Context: an optimization exercise on an open-source flow, tuned for small area. The choices shown serve that exercise and are no tape-out recipe. Function was checked by simulation only, so behaviour that the tests miss may differ from the original. The flow treats the clock pin as an ideal source. Dropping or thinning the clock tree relies on that and would not hold on a real chip. Power and IR drop assume default switching activity.

purple:
// DigitalSystemDesigning
module DigitalSystemDesigning(
	clk,
	rst,
	sw,
	state_in,
	row,
	col_r,
	col_g,
	seg_row,
	seg_col
);
Settings: LEC_CHECK=0, CAP_MARGIN=20, CORE_MARGIN=2, CORE_UTILIZATION=70, PLACE_DENSITY=0.75, SLEW_MARGIN=20; clock period 5.0 ns.
standard.sh (not shown) runs the stock make flow with config.mk's settings and CLKGATE_MAP_FILE= SYNTH_SCRIPT=/design/flow/synth_recipe.tcl, a recipe that flattens the netlist after the stock synthesis.
==> flow/flow/run.sh <==
#!/bin/bash
# Layout flow: the standard ORFS flow (standard.sh) run with private copies
# of the ORFS scripts folder in which two files are replaced:
#  - abc_area.script (selected by ABC_AREA=1): an area-oriented ABC script for
#    the combinational logic (ABC's &deepsyn, then area mapping); adders are
#    also left to ABC (ADDER_MAP_FILE empty). Synthesis runs once for each of
#    twelve &deepsyn random seeds (four at a time; &deepsyn stops after 1000
#    steps without improvement), and the flow goes on with the smallest
#    netlist. Registers are mapped as in the standard synthesis and keep its
#    cell types and names.
#  - cts.tcl: in place of TritonCTS's H-tree, the clock port drives four
#    clkbuf_8 buffers, each driving the registers of one quarter of them
#    (split at the median x, then at the median y), placed at their centre.
#    The rest of the step (timing repair, detailed placement) is unchanged.
# Ports are buffered with buf_1 cells, and the tie cells are not split per port.
# Each synthesis run logs to synth_s<seed>.log, the rest to standard.log, and
# ORFS's own logs are under orfs/logs.
set -euo pipefail
W=$(pwd)
export ABC_AREA=1
export ADDER_MAP_FILE=
export BUFFER_PORTS_ARGS="-buffer_cell sky130_fd_sc_hd__buf_1"
export FLOW_CLOCK_BUF=sky130_fd_sc_hd__clkbuf_8
export FLOW_CLOCK_GROUPS=4
export SKIP_REPAIR_TIE_FANOUT=1
SEEDS="0 1 2 3 4 5 6 7 8 9 10 11"
for batch in "0 1 2 3" "4 5 6 7" "8 9 10 11"; do
  for s in $batch; do
    rm -rf "$W/scripts_s$s" "$W/orfs_s$s"
    cp -r "$FLOW_HOME/scripts" "$W/scripts_s$s"
    sed "s/SEED/$s/" "$W/flow/abc_area.script" > "$W/scripts_s$s/abc_area.script"
    cp "$W/flow/cts.tcl" "$W/scripts_s$s/cts.tcl"
    sed "s#WORK_HOME=$W/orfs #WORK_HOME=$W/orfs_s$s #" "$W/standard.sh" > "$W/standard_s$s.sh"
    grep -q "WORK_HOME=$W/orfs_s$s " "$W/standard_s$s.sh"
    (SCRIPTS_DIR="$W/scripts_s$s" bash "$W/standard_s$s.sh" synth > "$W/synth_s$s.log" 2>&1) &
  done
  wait
done
best=""
best_area=""
for s in $SEEDS; do
  stat="$W/orfs_s$s/reports/$FLOW_PLATFORM/DigitalSystemDesigning/base/synth_stat.txt"
  if [[ ! -f "$stat" || ! -f "$W/orfs_s$s/results/$FLOW_PLATFORM/DigitalSystemDesigning/base/1_synth.odb" ]]; then
    echo "seed $s: synthesis failed"
    continue
  fi
  area=$(awk '/Chip area for module/ {print $NF}' "$stat")
  echo "seed $s: synthesized area $area"
  if [[ -z "$best" ]] || awk -v a="$area" -v b="$best_area" 'BEGIN {exit !(a < b)}'; then
    best=$s
    best_area=$area
  fi
done
echo "using seed $best"
rm -rf "$W/orfs"
mv "$W/orfs_s$best" "$W/orfs"
export SCRIPTS_DIR="$W/scripts_s$best"
bash standard.sh > standard.log 2>&1
Other scripts of this flow, unchanged in this note and not shown: flow/flow/abc_area.script, flow/flow/cts.tcl
purple completed end to end with timing, DRC and antenna clean.
Changes in blue relative to purple:
-- flow/flow/run.sh --
<<< purple, line 5
#    the combinational logic (ABC's &deepsyn, then area mapping); adders are
#    also left to ABC (ADDER_MAP_FILE empty). Synthesis runs once for each of
#    twelve &deepsyn random seeds (four at a time; &deepsyn stops after 1000
#    steps without improvement), and the flow goes on with the smallest
#    netlist. Registers are mapped as in the standard synthesis and keep its
>>> blue, line 5
#    the combinational logic (ABC's &deepsyn, then area mapping); adders are
#    also left to ABC (ADDER_MAP_FILE empty). Synthesis runs once for each of
#    eight &deepsyn random seeds (four at a time; &deepsyn stops after 1000
#    steps without improvement), and the flow goes on with the smallest
#    netlist. Registers are mapped as in the standard synthesis and keep its
<<< purple, line 24
export FLOW_CLOCK_GROUPS=4
export SKIP_REPAIR_TIE_FANOUT=1
SEEDS="0 1 2 3 4 5 6 7 8 9 10 11"
for batch in "0 1 2 3" "4 5 6 7" "8 9 10 11"; do
  for s in $batch; do
    rm -rf "$W/scripts_s$s" "$W/orfs_s$s"
>>> blue, line 24
export FLOW_CLOCK_GROUPS=4
export SKIP_REPAIR_TIE_FANOUT=1
SEEDS="0 1 2 3 4 5 6 7"
for batch in "0 1 2 3" "4 5 6 7"; do
  for s in $batch; do
    rm -rf "$W/scripts_s$s" "$W/orfs_s$s"
<<< purple, line 41
for s in $SEEDS; do
  stat="$W/orfs_s$s/reports/$FLOW_PLATFORM/DigitalSystemDesigning/base/synth_stat.txt"
  if [[ ! -f "$stat" || ! -f "$W/orfs_s$s/results/$FLOW_PLATFORM/DigitalSystemDesigning/base/1_synth.odb" ]]; then
    echo "seed $s: synthesis failed"
    continue
  fi
  area=$(awk '/Chip area for module/ {print $NF}' "$stat")
  echo "seed $s: synthesized area $area"
>>> blue, line 41
for s in $SEEDS; do
  stat="$W/orfs_s$s/reports/$FLOW_PLATFORM/DigitalSystemDesigning/base/synth_stat.txt"
  area=$(awk '/Chip area for module/ {print $NF}' "$stat")
  echo "seed $s: synthesized area $area"
## What came out
blue: all stages complete, timing, DRC and antenna checks passed
The finished layout cell area in blue sits 0.55% above the value recorded for purple.
| total design power | lower: purple |
For global-route total usage across every layer, purple and blue come out practically identical.
No run of this note takes its clock network from TritonCTS; it comes from the design's own scripts or RTL.

---

The RTL this note starts from:
==> flow/design.v <==
module DigitalSystemDesigning(
	clk,
	rst,
	sw,
	state_in,
	row,
	col_r,
	col_g,
	seg_row,
	seg_col
);
	input clk,rst,sw;
	input[3:0] state_in;
	output[7:0] row;
	output[7:0] col_r;
	output[7:0] col_g;
	output[7:0] seg_row;
	output[7:0] seg_col;
	localparam GO = 3'd0, LEFT = 3'd1, RIGHT = 3'd2, STOP = 3'd3, OFF = 3'd4, BLANK = 3'd5;
	localparam P_GO = 2'd0, P_L = 2'd1, P_R = 2'd2, P_S = 2'd3;
	reg[4:0] a;
	reg p;
	reg[6:0] c;
	reg[2:0] c8d;
	reg[2:0] e2;
	reg[2:0] e1;
	wire a_0 = (a == 5'b00000);
	wire a_1 = (a == 5'b00001);
	wire a_13 = (a == 5'b10111);
	wire a_24 = (a == 5'b10000);
	wire c_0 = (c == 7'b0000000);
	wire c_62 = (c == 7'b0000010);
	always@(posedge clk)
		if(rst)
			a <= 0;
		else
			a <= {a[3:0], a[4] ^ a[1] ^ (!a[2] && !a[3])};
	always@(posedge clk)
		if(rst)
			c <= 0;
		else if(a_24 && p)
			c <= {c[5:0], c[6] ^ c[0] ^ (!c[0] && !c[1])};
	always@(posedge clk)
		if(rst)
			c8d <= 0;
		else if(a_1 && p && c_62)
			c8d <= c8d + 1'b1;
	always@(posedge clk)
		if(rst)
			e2 <= 0;
		else if(a_13)
			e2 <= e2 + 1'b1;
	always@(posedge clk)
		if(rst)
			e1 <= 0;
		else if(a_1 && p)
			e1 <= e1 + 1'b1;
	wire sec_base = c_0 && (c8d == 3'd4);
	wire tick_1Hz = sec_base && a_0 && p;
	wire tick_1Hz_d = sec_base && a_1 && !p;
	function [7:0] b_step(input [7:0] s);
		b_step = {s[6:0], s[7] ^ s[0] ^ (s[1] && s[3] && !s[6])};
	endfunction
	reg[7:0] b1;
	reg[7:0] y;
	reg flag;
	wire b1_0 = (b1 == 8'h01);
	wire b1_240 = (b1 == 8'h80);
	wire y_0 = (y == 8'h01);
	wire y_239 = (y == 8'h40);
	always@(posedge clk)
		if(rst)
			b1 <= 8'h01;
		else
			b1 <= b_step(b1);
	always@(posedge clk)
		if(rst)
			begin
				y <= 8'h80;
				flag <= 1'b0;
			end
		else if(b1_240)
			begin
				if(!flag)
					begin
						if(y_0)
							begin
								flag <= 1'b1;
								y <= b_step(y);
							end
					end
				else
					begin
						if(y_239)
							begin
								flag <= 1'b0;
								y <= b_step(y);
							end
						else
							y <= b_step(b_step(y));
					end
			end
		else
			y <= b_step(y);
	reg on_d;
	always@(posedge clk)
		on_d <= y_0 || (on_d && !b1_0);
	wire[3:0] ns = sw ? state_in : 4'b1111;
	reg[2:0] cur;
	reg[1:0] prev;
	reg pend;
	localparam T10 = 4'b0010;
	reg[3:0] c10l;
	reg[3:0] c10r;
	reg[2:0] c5s;
	always@(posedge clk)
		if(rst)
			c10l <= 0;
		else if(tick_1Hz)
			begin
				if(!pend)
					c10l <= 0;
				else if(prev == P_L)
					c10l <= (c10l == T10) ? 4'd0 : {c10l[2:0], !(c10l[3] ^ c10l[2])};
			end
	always@(posedge clk)
		if(rst)
			c10r <= 0;
		else if(tick_1Hz)
			begin
				if(!pend)
					c10r <= 0;
				else if(prev == P_R)
					c10r <= (c10r == T10) ? 4'd0 : {c10r[2:0], !(c10r[3] ^ c10r[2])};
			end
	always@(posedge clk)
		if(rst)
			c5s <= 0;
		else if(tick_1Hz)
			begin
				if(!pend)
					c5s <= 0;
				else if(prev == P_S)
					c5s <= {c5s[1:0], !c5s[2]};
			end
	reg keep;
	always@(*)
		case(prev)
			P_L: keep = pend && (c10l != T10);
			P_R: keep = pend && (c10r != T10);
			P_S: keep = pend && (c5s != 3'b100);
			default: keep = 1'b0;
		endcase
	reg[1:0] m;
	localparam M_GO = 2'd0, M_OFF = 2'd1, M_ACT = 2'd2;
	always@(posedge clk)
		if(rst)
			begin
				m <= M_GO;
				prev <= P_GO;
				pend <= 1'b0;
			end
		else
			case(ns)
				4'b0001:
					begin
						m <= M_ACT;
						prev <= P_L;
						pend <= 1'b1;
					end
				4'b0010:
					begin
						m <= M_ACT;
						prev <= P_R;
						pend <= 1'b1;
					end
				4'b0100:
					begin
						m <= M_ACT;
						prev <= P_S;
						pend <= 1'b1;
					end
				4'b1111:
					m <= M_OFF;
				4'b0000:
					begin
						m <= keep ? M_ACT : M_GO;
						pend <= keep;
					end
				default:
					;
			endcase
	always@(*)
		cur = (m == M_ACT) ? {1'b0, prev} : (m == M_OFF) ? OFF : GO;
	reg[2:0] cur_d;
	always@(posedge clk)
		if(rst)
			cur_d <= BLANK;
		else
			cur_d <= cur;
	always@(posedge clk)
		if(rst)
			p <= 1'b0;
		else if(a_0 && cur_d != BLANK)
			p <= !p;
	wire[2:0] idx = (cur_d == GO) ? e2 : e1;
	reg[2:0] rid;
	always@(posedge clk)
		rid <= idx;
	assign row = (cur_d == BLANK) ? 8'hFF : ~(8'd1 << idx);
	wire[1:0] rm = rid[1:0] ^ {2{rid[2]}};
	wire[1:0] gd = rid[1:0] - c8d[1:0];
	wire g0 = (gd == 2'd0);
	wire g1 = !gd[1];
	wire g2 = gd[0] ^ gd[1];
	wire g3 = gd[1];
	wire[7:0] pat_go = {g0, g1, g2, g3, g3, g2, g1, g0};
	wire tx = (rm == 2'd3);
	wire[7:0] tl = {1'b0, tx, tx, tx, rm != 2'd2, rm != 2'd0, rm[1], tx};
	wire[15:0] tl2 = {tl, tl} >> c8d;
	wire[7:0] arrow = tl2[7:0];
	wire[7:0] arrow_rev = {arrow[0], arrow[1], arrow[2], arrow[3], arrow[4], arrow[5], arrow[6], arrow[7]};
	wire[3:0] xr = 4'b0001 << rm;
	wire[7:0] pat_x = {xr[0], xr[1], xr[2], xr[3], xr[3], xr[2], xr[1], xr[0]};
	assign col_r = (cur_d == STOP) ? pat_x : 8'd0;
	assign col_g = (cur_d == GO) ? (on_d ? pat_go : 8'd0) :
		(cur_d == LEFT) ? arrow :
		(cur_d == RIGHT) ? arrow_rev : 8'd0;
	reg sr7, sr6;
	always@(posedge clk)
		if(rst || !sw)
			begin
				sr7 <= 1'b1;
				sr6 <= 1'b1;
			end
		else
			begin
				sr7 <= p;
				sr6 <= !p;
			end
	assign seg_row = {sr7, sr6, 6'b11_1111};
	wire swd = !(sr7 && sr6);
	reg[3:0] uni;
	reg[3:0] ten;
	always@(posedge clk)
		if(rst)
			begin
				uni <= 0;
				ten <= 0;
			end
		else if(tick_1Hz_d)
			begin
				if(!swd)
					begin
						uni <= 0;
						ten <= 0;
					end
				else if(uni == 4'd9)
					begin
						uni <= 0;
						ten <= (ten == 4'd9) ? 4'd0 : ten + 1'b1;
					end
				else
					uni <= uni + 1'b1;
			end
	wire[3:0] digit = sr6 ? ten : uni;
	reg[7:0] seg;
	always@(*)
		case(digit)
			4'd0: seg = sr6 ? 8'b0000_0000 : 8'b1111_1100;
			4'd1: seg = 8'b0110_0000;
			4'd2: seg = 8'b1101_1010;
			4'd3: seg = 8'b1111_0010;
			4'd4: seg = 8'b0110_0110;
			4'd5: seg = 8'b1011_0110;
			4'd6: seg = 8'b1011_1110;
			4'd7: seg = 8'b1110_0000;
			4'd8: seg = 8'b1111_1110;
			default: seg = 8'b1111_0110;
		endcase
	assign seg_col = swd ? seg : 8'd0;
endmodule
==> flow/config.mk <==
export PLATFORM = sky130hd
export DESIGN_NAME = DigitalSystemDesigning
export DESIGN_NICKNAME = DigitalSystemDesigning
export VERILOG_FILES = /design/flow/design.v
export SDC_FILE = /design/flow/constraint.sdc
export NUM_CORES = 4
export LEC_CHECK = 0
export CAP_MARGIN = 20
export CORE_MARGIN = 2
export CORE_UTILIZATION = 70
export PLACE_DENSITY = 0.75
export SLEW_MARGIN = 20
==> flow/constraint.sdc <==
create_clock -name core_clock -period 5.0 [get_ports {clk}]
set_input_delay 1.0000 -clock core_clock [delete_from_list [all_inputs] [get_ports {clk}]]
set_output_delay 1.0000 -clock core_clock [all_outputs]
set_load 0.01 [all_outputs]
==> flow/flow/run.sh <==
#!/bin/bash
# Layout flow: the standard ORFS flow (standard.sh) run with a private copy
# of the ORFS scripts folder in which two files are replaced:
#  - abc_area.script (selected by ABC_AREA=1): an area-oriented ABC script for
#    the combinational logic; adders are also left to ABC (ADDER_MAP_FILE
#    empty). Registers are mapped as in the standard synthesis and keep its
#    cell types and names.
#  - cts.tcl: in place of TritonCTS's H-tree, the clock port drives four
#    clkbuf_8 buffers, each driving the registers of one quarter of them
#    (split at the median x, then at the median y), placed at their centre.
#    The rest of the step (timing repair, detailed placement) is unchanged.
# Ports are buffered with buf_1 cells, and the tie cells are not split per port.
# The output of each tool goes to standard.log and ORFS's logs under orfs/logs.
set -euo pipefail
W=$(pwd)
rm -rf "$W/scripts"
cp -r "$FLOW_HOME/scripts" "$W/scripts"
cp "$W/flow/abc_area.script" "$W/scripts/abc_area.script"
cp "$W/flow/cts.tcl" "$W/scripts/cts.tcl"
export SCRIPTS_DIR="$W/scripts"
export ABC_AREA=1
export ADDER_MAP_FILE=
export BUFFER_PORTS_ARGS="-buffer_cell sky130_fd_sc_hd__buf_1"
export FLOW_CLOCK_BUF=sky130_fd_sc_hd__clkbuf_8
export FLOW_CLOCK_GROUPS=4
export SKIP_REPAIR_TIE_FANOUT=1
bash standard.sh > standard.log 2>&1
==> flow/flow/abc_area.script <==
strash
&get -n
&deepsyn -T 120
&put
dch -f
amap
==> flow/flow/cts.tcl <==
utl::set_metrics_stage "cts__{}"
source $::env(SCRIPTS_DIR)/load.tcl
source $::env(SCRIPTS_DIR)/lec_check.tcl
erase_non_stage_variables cts
load_design 3_place.odb 3_place.sdc
source_step_tcl PRE CTS

# Clone clock tree inverters next to register loads
# so cts does not try to buffer the inverted clocks.
repair_clock_inverters

proc save_progress { stage } {
  puts "Run 'make gui_$stage.odb' to load progress snapshot"
  orfs_write_db $::env(RESULTS_DIR)/$stage.odb
  orfs_write_sdc $::env(RESULTS_DIR)/$stage.sdc
}

# Run CTS
set cts_args [list \
  -sink_clustering_enable \
  -repair_clock_nets]

append_env_var cts_args CTS_BUF_DISTANCE -distance_between_buffers 1
append_env_var cts_args CTS_CLUSTER_SIZE -sink_clustering_size 1
append_env_var cts_args CTS_CLUSTER_DIAMETER -sink_clustering_max_diameter 1
append_env_var cts_args CTS_BUF_LIST -buf_list 1
append_env_var cts_args CTS_LIB_NAME -library 1


if { [env_var_exists_and_non_empty CTS_ARGS] } {
  set cts_args $::env(CTS_ARGS)
}

set_dont_use $::env(DONT_USE_CELLS)

proc my_clock_buffers { } {
  set db [ord::get_db]
  set block [ord::get_db_block]
  set master [$db findMaster $::env(FLOW_CLOCK_BUF)]
  set ngroups $::env(FLOW_CLOCK_GROUPS)
  set src [lindex [get_property [lindex [all_clocks] 0] sources] 0]
  set bterm [$block findBTerm [get_property $src name]]
  set clknet [$bterm getNet]
  set sinks {}
  foreach it [$clknet getITerms] {
    set loc [[$it getInst] getLocation]
    lappend sinks [list $it [lindex $loc 0] [lindex $loc 1]]
  }
  set groups [list $sinks]
  if { $ngroups >= 2 } {
    set s [lsort -integer -index 1 $sinks]
    set h [expr { [llength $s] / 2 }]
    set groups [list [lrange $s 0 [expr { $h - 1 }]] [lrange $s $h end]]
  }
  if { $ngroups >= 4 } {
    set g4 {}
    foreach g $groups {
      set s [lsort -integer -index 2 $g]
      set h [expr { [llength $s] / 2 }]
      lappend g4 [lrange $s 0 [expr { $h - 1 }]] [lrange $s $h end]
    }
    set groups $g4
  }
  set k 0
  foreach g $groups {
    set inst [odb::dbInst_create $block $master "clkbuf_bench_$k"]
    set newnet [odb::dbNet_create $block "clknet_bench_$k"]
    $newnet setSigType CLOCK
    set sx 0
    set sy 0
    foreach e $g {
      set it [lindex $e 0]
      $it disconnect
      $it connect $newnet
      set sx [expr { $sx + [lindex $e 1] }]
      set sy [expr { $sy + [lindex $e 2] }]
    }
    set n [llength $g]
    [$inst findITerm A] connect $clknet
    [$inst findITerm X] connect $newnet
    $inst setLocation [expr { $sx / $n }] [expr { $sy / $n }]
    $inst setPlacementStatus PLACED
    puts "flow: clock buffer $k ($::env(FLOW_CLOCK_BUF)) drives $n sinks"
    incr k
  }
  set_propagated_clock [all_clocks]
}
my_clock_buffers

utl::push_metrics_stage "cts__{}__pre_repair_timing"
log_cmd estimate_parasitics -placement
if { $::env(DETAILED_METRICS) } {
  report_metrics 4 "cts pre-repair-timing"
}
utl::pop_metrics_stage

set_placement_padding -global \
  -left $::env(CELL_PAD_IN_SITES_DETAIL_PLACEMENT) \
  -right $::env(CELL_PAD_IN_SITES_DETAIL_PLACEMENT)

set result [catch { detailed_placement } msg]
if { $result != 0 } {
  save_progress 4_1_error
  error "Detailed placement failed in CTS: $msg"
}

log_cmd estimate_parasitics -placement

if { $::env(CTS_SNAPSHOTS) } {
  save_progress 4_1_pre_repair_hold_setup
}

if { !$::env(SKIP_CTS_REPAIR_TIMING) } {
  if { $::env(EQUIVALENCE_CHECK) } {
    write_eqy_verilog 4_before_rsz.v
  }
  if { $::env(LEC_CHECK) } {
    write_lec_verilog 4_before_rsz_lec.v
  }

  repair_timing_helper

  if { $::env(EQUIVALENCE_CHECK) } {
    run_equivalence_test
  }
  if { $::env(LEC_CHECK) } {
    write_lec_verilog 4_after_rsz_lec.v
    run_lec_test 4_rsz 4_before_rsz_lec.v 4_after_rsz_lec.v
  }

  set result [catch { detailed_placement } msg]
  if { $result != 0 } {
    save_progress 4_1_error
    error "Detailed placement failed in CTS: $msg"
  }

  check_placement -verbose
}

report_metrics 4 "cts final"

source_step_tcl POST CTS

orfs_write_db $::env(RESULTS_DIR)/4_1_cts.odb
orfs_write_sdc $::env(RESULTS_DIR)/4_cts.sdc
Rerun with:
--- a/flow/flow/run.sh
+++ b/flow/flow/run.sh
@@ -2 +2 @@
-# Layout flow: the standard ORFS flow (standard.sh) run with a private copy
+# Layout flow: the standard ORFS flow (standard.sh) run with private copies
@@ -5,2 +5,4 @@
-#    the combinational logic; adders are also left to ABC (ADDER_MAP_FILE
-#    empty). Registers are mapped as in the standard synthesis and keep its
+#    the combinational logic (ABC's &deepsyn, then area mapping); adders are
+#    also left to ABC (ADDER_MAP_FILE empty). Synthesis runs once for each of
+#    four &deepsyn random seeds, and the flow goes on with the smallest
+#    netlist. Registers are mapped as in the standard synthesis and keep its
@@ -13 +15,2 @@
-# The output of each tool goes to standard.log and ORFS's logs under orfs/logs.
+# Each synthesis run logs to synth_s<seed>.log, the rest to standard.log, and
+# ORFS's own logs are under orfs/logs.
@@ -16,5 +18,0 @@
-rm -rf "$W/scripts"
-cp -r "$FLOW_HOME/scripts" "$W/scripts"
-cp "$W/flow/abc_area.script" "$W/scripts/abc_area.script"
-cp "$W/flow/cts.tcl" "$W/scripts/cts.tcl"
-export SCRIPTS_DIR="$W/scripts"
@@ -26,0 +25,26 @@
+SEEDS="0 1 2 3"
+for s in $SEEDS; do
+  rm -rf "$W/scripts_s$s" "$W/orfs_s$s"
+  cp -r "$FLOW_HOME/scripts" "$W/scripts_s$s"
+  sed "s/SEED/$s/" "$W/flow/abc_area.script" > "$W/scripts_s$s/abc_area.script"
+  cp "$W/flow/cts.tcl" "$W/scripts_s$s/cts.tcl"
+  sed "s#WORK_HOME=$W/orfs #WORK_HOME=$W/orfs_s$s #" "$W/standard.sh" > "$W/standard_s$s.sh"
+  grep -q "WORK_HOME=$W/orfs_s$s " "$W/standard_s$s.sh"
+  (SCRIPTS_DIR="$W/scripts_s$s" NUM_CORES=1 bash "$W/standard_s$s.sh" synth > "$W/synth_s$s.log" 2>&1) &
+done
+wait
+best=""
+best_area=""
+for s in $SEEDS; do
+  stat="$W/orfs_s$s/reports/$FLOW_PLATFORM/DigitalSystemDesigning/base/synth_stat.txt"
+  area=$(awk '/Chip area for module/ {print $NF}' "$stat")
+  echo "seed $s: synthesized area $area"
+  if [[ -z "$best" ]] || awk -v a="$area" -v b="$best_area" 'BEGIN {exit !(a < b)}'; then
+    best=$s
+    best_area=$area
+  fi
+done
+echo "using seed $best"
+rm -rf "$W/orfs"
+mv "$W/orfs_s$best" "$W/orfs"
+export SCRIPTS_DIR="$W/scripts_s$best"
==> flow/flow/abc_area.script (replaced) <==
strash
&get -n
&deepsyn -T 120 -S SEED
&put
dch -f
amap
Effect: Sequential share of layout area increases by 0.39 points. Global-route usage goes up by 0.86 points. Final cell count shrinks by 0.71%. First-iteration DRC count climbs by about 26%. Clock skew stays flat. Cell area falls by 0.99%.
No run of this note takes its clock network from TritonCTS; it comes from the design's own scripts or RTL.

==> static timing again, ports no longer ideal <==
Ports are ideal in the flow. The routed layouts listed here were re-timed in OpenROAD.
Step 1 sets driving cells, clkbuf_16 on the clock port and buf_2 on the other inputs (assumed; they add their load-dependent delay and slew).
Step 2 times the ports against the registers' clock, not the clock port: input delays grow and output delays shrink by t, the midpoint of the rising clock arrivals with the driver on.
Slacks: ideal / step 1 / step 2; pairs: ideal / step 1.
| run | t (ns) | setup slack, ns | worst setup path at the end | clock arrival spread, ns | worst data-port slew with drivers (ns) |
|---|---|---|---|---|---|
| purple | 0.211 | 1.579 / 1.525 / 1.736 | register to output | 0.006 / 0.006 | 0.03 |
| blue | 0.212 | 1.516 / 1.463 / 1.675 | register to output | 0.006 / 0.006 | 0.03 |
| the first run of note 2 | 0.212 | 1.626 / 1.573 / 1.785 | register to output | 0.007 / 0.008 | 0.03 |
| the second run of note 2 | 0.213 | 1.410 / 1.355 / 1.569 | register to output | 0.011 / 0.011 | 0.03 |
After both steps every run listed still meets setup and hold.
